Background: an optimization exercise with open tools, aiming at small area and a short achievable clock period. Do not read the settings as production practice.
RTL that was checked went through simulation tests only; none was proved equivalent to the original.
No activity file was given, so power comes from the tool's default toggle rates.

== run A ==
==> flow/design.v (excerpt) <==
module circuit (
  output [47:0] p,
  input  [17:0] a, b, d,
  input  [47:0] c,
  input  clk, rstn);
  reg [18:0] s_r;
  reg [17:0] a_r;
  reg [36:0] cn_r;
  reg [10:0] ch_r, ch_r1;
  reg v0, v1, v2;
  reg [10:0] ch_r2;
  reg [47:0] p_r;
  reg t_r_0_0;
  reg t_r_0_1;
  reg t_r_1_0;
  reg t_r_1_1;
  reg t_r_1_2;
  reg t_r_2_0;
  reg t_r_2_1;
  reg t_r_2_2;
  reg t_r_2_3;
  reg t_r_3_0;
  reg t_r_3_1;
  reg t_r_3_2;
  reg t_r_3_3;
  reg t_r_3_4;
  reg t_r_4_0;
  reg t_r_4_1;
  reg t_r_4_2;
  reg t_r_4_3;
  reg t_r_4_4;
  reg t_r_4_5;
  reg t_r_5_0;
  reg t_r_5_1;
  reg t_r_5_2;
  reg t_r_5_3;
  reg t_r_5_4;
  reg t_r_5_5;
  reg t_r_6_0;
  reg t_r_6_1;
  reg t_r_6_2;
  reg t_r_6_3;
  reg t_r_6_4;
  reg t_r_6_5;
  reg t_r_7_0;
  reg t_r_7_1;
  reg t_r_7_2;
  reg t_r_7_3;
  reg t_r_7_4;
  reg t_r_7_5;
  reg t_r_8_0;
  reg t_r_8_1;
  reg t_r_8_2;
  reg t_r_8_3;
  reg t_r_8_4;
  reg t_r_8_5;
  reg t_r_9_0;
  reg t_r_9_1;
  reg t_r_9_2;
  reg t_r_9_3;
  reg t_r_9_4;
  reg t_r_9_5;
  reg t_r_10_0;
  reg t_r_10_1;
  reg t_r_10_2;
  reg t_r_10_3;
  reg t_r_10_4;
  reg t_r_10_5;
  reg t_r_11_0;
  reg t_r_11_1;
  reg t_r_11_2;
  reg t_r_11_3;
  reg t_r_11_4;
  reg t_r_11_5;
  reg t_r_12_0;
  reg t_r_12_1;
  reg t_r_12_2;
  reg t_r_12_3;
  reg t_r_12_4;
  reg t_r_12_5;
  reg t_r_13_0;
  reg t_r_13_1;
  reg t_r_13_2;
  reg t_r_13_3;
  reg t_r_13_4;
  reg t_r_13_5;
  reg t_r_14_0;
  reg t_r_14_1;
  reg t_r_14_2;
  reg t_r_14_3;
  reg t_r_14_4;
  reg t_r_14_5;
  reg t_r_15_0;
  reg t_r_15_1;
  reg t_r_15_2;
  reg t_r_15_3;
  reg t_r_15_4;
  reg t_r_15_5;
  reg t_r_16_0;
  reg t_r_16_1;
  reg t_r_16_2;
  reg t_r_16_3;
  reg t_r_16_4;
  reg t_r_16_5;
  ...
Size in the first run: about 2000 cells after synthesis, roughly 430 flip-flops, about 150 I/O pins.
==> flow/config.mk <==
export PLATFORM = sky130hd
export DESIGN_NAME = circuit
export DESIGN_NICKNAME = circuit
export VERILOG_FILES = /design/flow/design.v
export SDC_FILE = /design/flow/constraint.sdc
export NUM_CORES = 4
export LEC_CHECK = 0
export CAP_MARGIN = 20
export CORE_MARGIN = 2
export CORE_UTILIZATION = 40
export SETUP_SLACK_MARGIN = 4.4
export SLEW_MARGIN = 20
export SYNTH_HIERARCHICAL = 1
==> flow/constraint.sdc <==
create_clock -name core_clock -period 7.0 [get_ports {clk}]
set_input_delay 1.4000 -clock core_clock [delete_from_list [all_inputs] [get_ports {clk}]]
set_output_delay 1.4000 -clock core_clock [all_outputs]
set_load 0.01 [all_outputs]
standard.sh (not shown) runs the stock make flow with config.mk's settings and CLKGATE_MAP_FILE= SYNTH_SCRIPT=/design/flow/synth_recipe.tcl, a recipe that flattens the netlist after the stock synthesis.
==> flow/flow/run.sh <==
#!/bin/bash
# Standard layout, with the port buffers made of buf_2 cells instead of the default delay buffer.
set -euo pipefail
export BUFFER_PORTS_ARGS="-buffer_cell sky130_fd_sc_hd__buf_2"
bash standard.sh > standard.log 2>&1
[inputs] run B vs run A
Settings: a change of CORE_UTILIZATION from 40 to 65; a change of SETUP_SLACK_MARGIN from 4.4 to 4.6.
--- outcome ---
Run B finished all stages; the layout is clean. Comparing run A and run B, the lower proportion of power drawn by combinational gates was measured on run A. Changes observed in run B relative to run A: non-clock buffer share of cell area moved up, minimum clock period after layout lower. Run B vs. run A: non-clock buffer count saw an increase, die area fell by 21000 um2. The kind of critical path comes out flop to flop in one run and flop to output port in the other, namely in run A and run B respectively. Run B: sequential share of layout area is 0.54 points higher than what run A reported. Compared to run A, the router laid down less metal wire for run B. As far as clock latency on the worst-skew pair is concerned, run A and run B perform about the same.
Input changes introduced in run C (baseline for comparison: run B):
Settings: CTS_BUF_LIST now sky130_fd_sc_hd__clkbuf_8, previously not set.
--- outcome ---
- The estimated power of run C ends up lower than the estimate for run B.
- Run B and run C ended up with nearly the same buffering overhead.
- Diff run B -> run C: time the final worst path needs with I/O delays and setup now larger, met2 wire length now smaller, internal power contribution now smaller.
- | wire length of the first global-routing pass | run C vs run B | better |
- Relative to run B, final-stage net count has increased by 25 in run C.
- Summary: with run B as the reference, final cell area excluding filler cells in run C moved down slightly.
- Proportion of total power due to net switching in run C is 0.55 points higher than in run B
Function was not checked in any run of this note: the RTL went through the layout flow alone.


circuit, a different RTL version from the one above (not shown whole).
For scale: ~1,800 cells after synthesis, about 150 I/O pins, about 20,000 um^2 of cells after synthesis.
Settings: LEC_CHECK=0, CAP_MARGIN=20, CORE_MARGIN=2, CORE_UTILIZATION=65, CTS_CLUSTER_DIAMETER=80, CTS_CLUSTER_SIZE=25, SETUP_SLACK_MARGIN=4.6, SLEW_MARGIN=20, SYNTH_HIERARCHICAL=1; clock period 7.0 ns.
Scripts as last shown in full above: flow/flow/run.sh
Change:
--- a/flow/config.mk
+++ b/flow/config.mk
@@ -11,5 +11,5 @@
 export CTS_CLUSTER_DIAMETER = 80
 export CTS_CLUSTER_SIZE = 25
-export SETUP_SLACK_MARGIN = 4.6
+export SETUP_SLACK_MARGIN = 4.7
 export SLEW_MARGIN = 20
 export SYNTH_HIERARCHICAL = 1
Outcome:
- cell area climbs by 1.2%
- fmax hardly moves
- sequential power decreases by about 1%
- setup slack stays flat
- total power decreases by 0.51%
- routed wire length is lower by 3.0%
- sequential cell count does not change
- critical path depth stays the same
- non-clock buffer count went up by 39
- worst hold slack degrades by 0.0070 ns
- die area does not change
No functional check of the RTL was part of any run of this note.


circuit, a different RTL version from the one above (not shown whole).
Size: ~360 flip-flops, about 150 I/O pins, roughly 18000 um^2 of cells after synthesis.
clock: 7.0 ns
lec_check: 0
cap_margin: 20
core_margin: 2
core_utilization: 65
cts_cluster_diameter: 80
cts_cluster_size: 25
setup_slack_margin: 4.65
slew_margin: 20
synth_hierarchical: 1
Scripts as last shown in full above: flow/flow/run.sh
The first run finished with timing, DRC and antenna clean.
Change:
- PLACE_DENSITY: default -> 0.75
- SETUP_SLACK_MARGIN: 4.65 -> 4.6
The new run finished with timing, DRC and antenna clean.
Setup slack gains 0.0037 ns.
Final area decreases by 0.34%.
Die area does not change.
Global-route usage grows by 1.3 points.
Sequential cell count does not change.
Change:
- CORE_UTILIZATION: 65 -> 70
- PLACE_DENSITY: 0.75 -> default
Result: The new run completed with no timing, DRC or antenna violations; core utilization goes up by 4.7 points; via count goes down slightly; clock-buffer cell count goes up by 1.


== old ==
circuit, a different RTL version from the one above (not shown whole).
For scale: about 1800 cells after synthesis, roughly 340 flip-flops, ~150 I/O pins, roughly 19000 sq um of cells after synthesis.
clock: 7.0 ns
lec_check: 0
cap_margin: 20
core_margin: 2
core_utilization: 40
setup_slack_margin: 4.0
slew_margin: 20
synth_hierarchical: 1
Scripts as last shown in full above: flow/flow/run.sh
Input changes introduced in new (baseline for comparison: old):
==> flow/run.sh (new file) <==
#!/bin/bash
# synth_recipe.tcl (not shown) runs the flow's synth.tcl, then flattens the netlist and writes it again
# the make line also repeats each setting of config.mk as NAME=value (left out here)
make -C /OpenROAD-flow-scripts/flow DESIGN_CONFIG=/design/flow/config.mk WORK_HOME=/design/flow/orfs CLKGATE_MAP_FILE= SYNTH_SCRIPT=/design/flow/synth_recipe.tcl finish
removed: flow/flow/run.sh
removed: flow/standard.sh
==> run notes <==
[compare] base=old new=new: global-route usage barely changed, storage element area comparable.
On number of filler cells placed in the layout, new and old are basically level.
When new is set beside old, its met3 routed wirelength turns out to be about 3.6% smaller.
Changes observed in new relative to old: area growth from synthesis to layout now larger, hold slack roughly the same, wire length on met2 increased about 1.9%.


RTL: one of the versions met above, not the one the previous note started from.
Size: roughly 1600 cells after synthesis, roughly 360 flip-flops.
==> flow/config.mk <==
export PLATFORM = sky130hd
export DESIGN_NAME = circuit
export DESIGN_NICKNAME = circuit
export VERILOG_FILES = /design/flow/design.v
export SDC_FILE = /design/flow/constraint.sdc
export NUM_CORES = 4
export LEC_CHECK = 0
export CAP_MARGIN = 20
export CORE_MARGIN = 2
export CORE_UTILIZATION = 65
export CTS_CLUSTER_DIAMETER = 80
export CTS_CLUSTER_SIZE = 25
export SETUP_SLACK_MARGIN = 4.55
export SLEW_MARGIN = 20
export SYNTH_HIERARCHICAL = 1
==> flow/constraint.sdc <==
create_clock -name core_clock -period 7.0 [get_ports {clk}]
set_input_delay 1.4000 -clock core_clock [delete_from_list [all_inputs] [get_ports {clk}]]
set_output_delay 1.4000 -clock core_clock [all_outputs]
set_load 0.01 [all_outputs]
==> flow/flow/run.sh <==
#!/bin/bash
# Standard layout, with the port buffers made of buf_2 cells instead of the default delay buffer.
set -euo pipefail
export BUFFER_PORTS_ARGS="-buffer_cell sky130_fd_sc_hd__buf_2"
bash standard.sh > standard.log 2>&1
==> next run, changes <==
- GPL_TIMING_DRIVEN: default -> 0
- SETUP_SLACK_MARGIN: 4.55 -> 4.6
=>
- The new run went through all stages and came out clean
- cell count rises by 6.1%
- via count rises by 5.5%
- hold slack is about the same


red:
RTL: one of the versions met above, not the one the previous note started from.
Size in the first run: ~1800 cells after synthesis, about 0.020 mm² of cells after synthesis.
export LEC_CHECK = 0
export CAP_MARGIN = 20
export CORE_MARGIN = 2
export CORE_UTILIZATION = 65
export CTS_CLUSTER_DIAMETER = 60
export CTS_CLUSTER_SIZE = 30
export SETUP_SLACK_MARGIN = 4.6
export SLEW_MARGIN = 20
export SYNTH_HIERARCHICAL = 1
create_clock -name core_clock -period 7.0 [get_ports {clk}]
Scripts as last shown in full above: flow/flow/run.sh
## Diff of input files: blue against red
- CTS_CLUSTER_SIZE changed from 30 to 25
- SETUP_SLACK_MARGIN changed from 4.6 to 4.5
- CTS_CLUSTER_DIAMETER changed from 60 to 80
==> run notes <==
Final cell count without fillers (lower): blue
In the metrics for red and blue, the one carrying the higher post-route minimum period is blue.
blue vs. red: routed wire length saw a decrease; switching power now sits lower; count of placed standard cells including taps level.
Diff red -> blue | final area | down by a few percent
No functional check of the RTL was part of any run of this note.

-- re-timing with driven ports --
How much do the figures lean on ideal ports? The routed layouts below were timed once more, with nothing changed but the port constraints. Step 1: set_driving_cell puts a clkbuf_16 on clk and a buf_2 on each other input, an assumption about the parent block. Step 2 also shifts input and output timing later by t, the mid clock arrival at the registers, as if the neighbouring blocks saw the same clock. Three values: ideal ports, drivers, drivers and shift; two values: the first two.
| run | t (ns) | setup WS [ns] | latest minus earliest clock arrival (ns) |
|---|---|---|---|
| run A | 0.646 | 4.466 / 4.466 / 4.187 | 0.027 / 0.026 |
| run B | 0.625 | 4.582 / 4.526 / 4.194 | 0.035 / 0.035 |
| run C | 0.656 | 4.562 / 4.515 / 4.204 | 0.038 / 0.038 |
| the first run of note 2 | 0.577 | 4.616 / 4.563 / 4.186 | 0.023 / 0.023 |
| the second run of note 2 | 0.591 | 4.618 / 4.565 / 4.283 | 0.031 / 0.031 |
| the first run of note 3 | 0.577 | 4.619 / 4.569 / 4.261 | 0.019 / 0.019 |
| the second run of note 3 | 0.575 | 4.622 / 4.569 / 4.281 | 0.013 / 0.013 |
| the third run of note 3 | 0.581 | 4.606 / 4.556 / 4.263 | 0.035 / 0.036 |
| old | 0.607 | 4.053 / 4.053 / 3.618 | 0.024 / 0.024 |
| new | 0.602 | 4.079 / 4.079 / 3.662 | 0.016 / 0.016 |
| the first run of note 5 | 0.567 | 4.581 / 4.531 / 4.222 | 0.038 / 0.039 |
| the second run of note 5 | 0.569 | 4.593 / 4.580 / 4.264 | 0.020 / 0.020 |
| red | 0.623 | 4.577 / 4.524 / 4.188 | 0.020 / 0.020 |
| blue | 0.587 | 4.553 / 4.543 / 4.170 | 0.023 / 0.022 |
After both steps setup and hold are still met in every run listed. For old, which loses most, drivers alone change the setup slack by 0.000 ns; drivers and shift together by -0.435 ns.
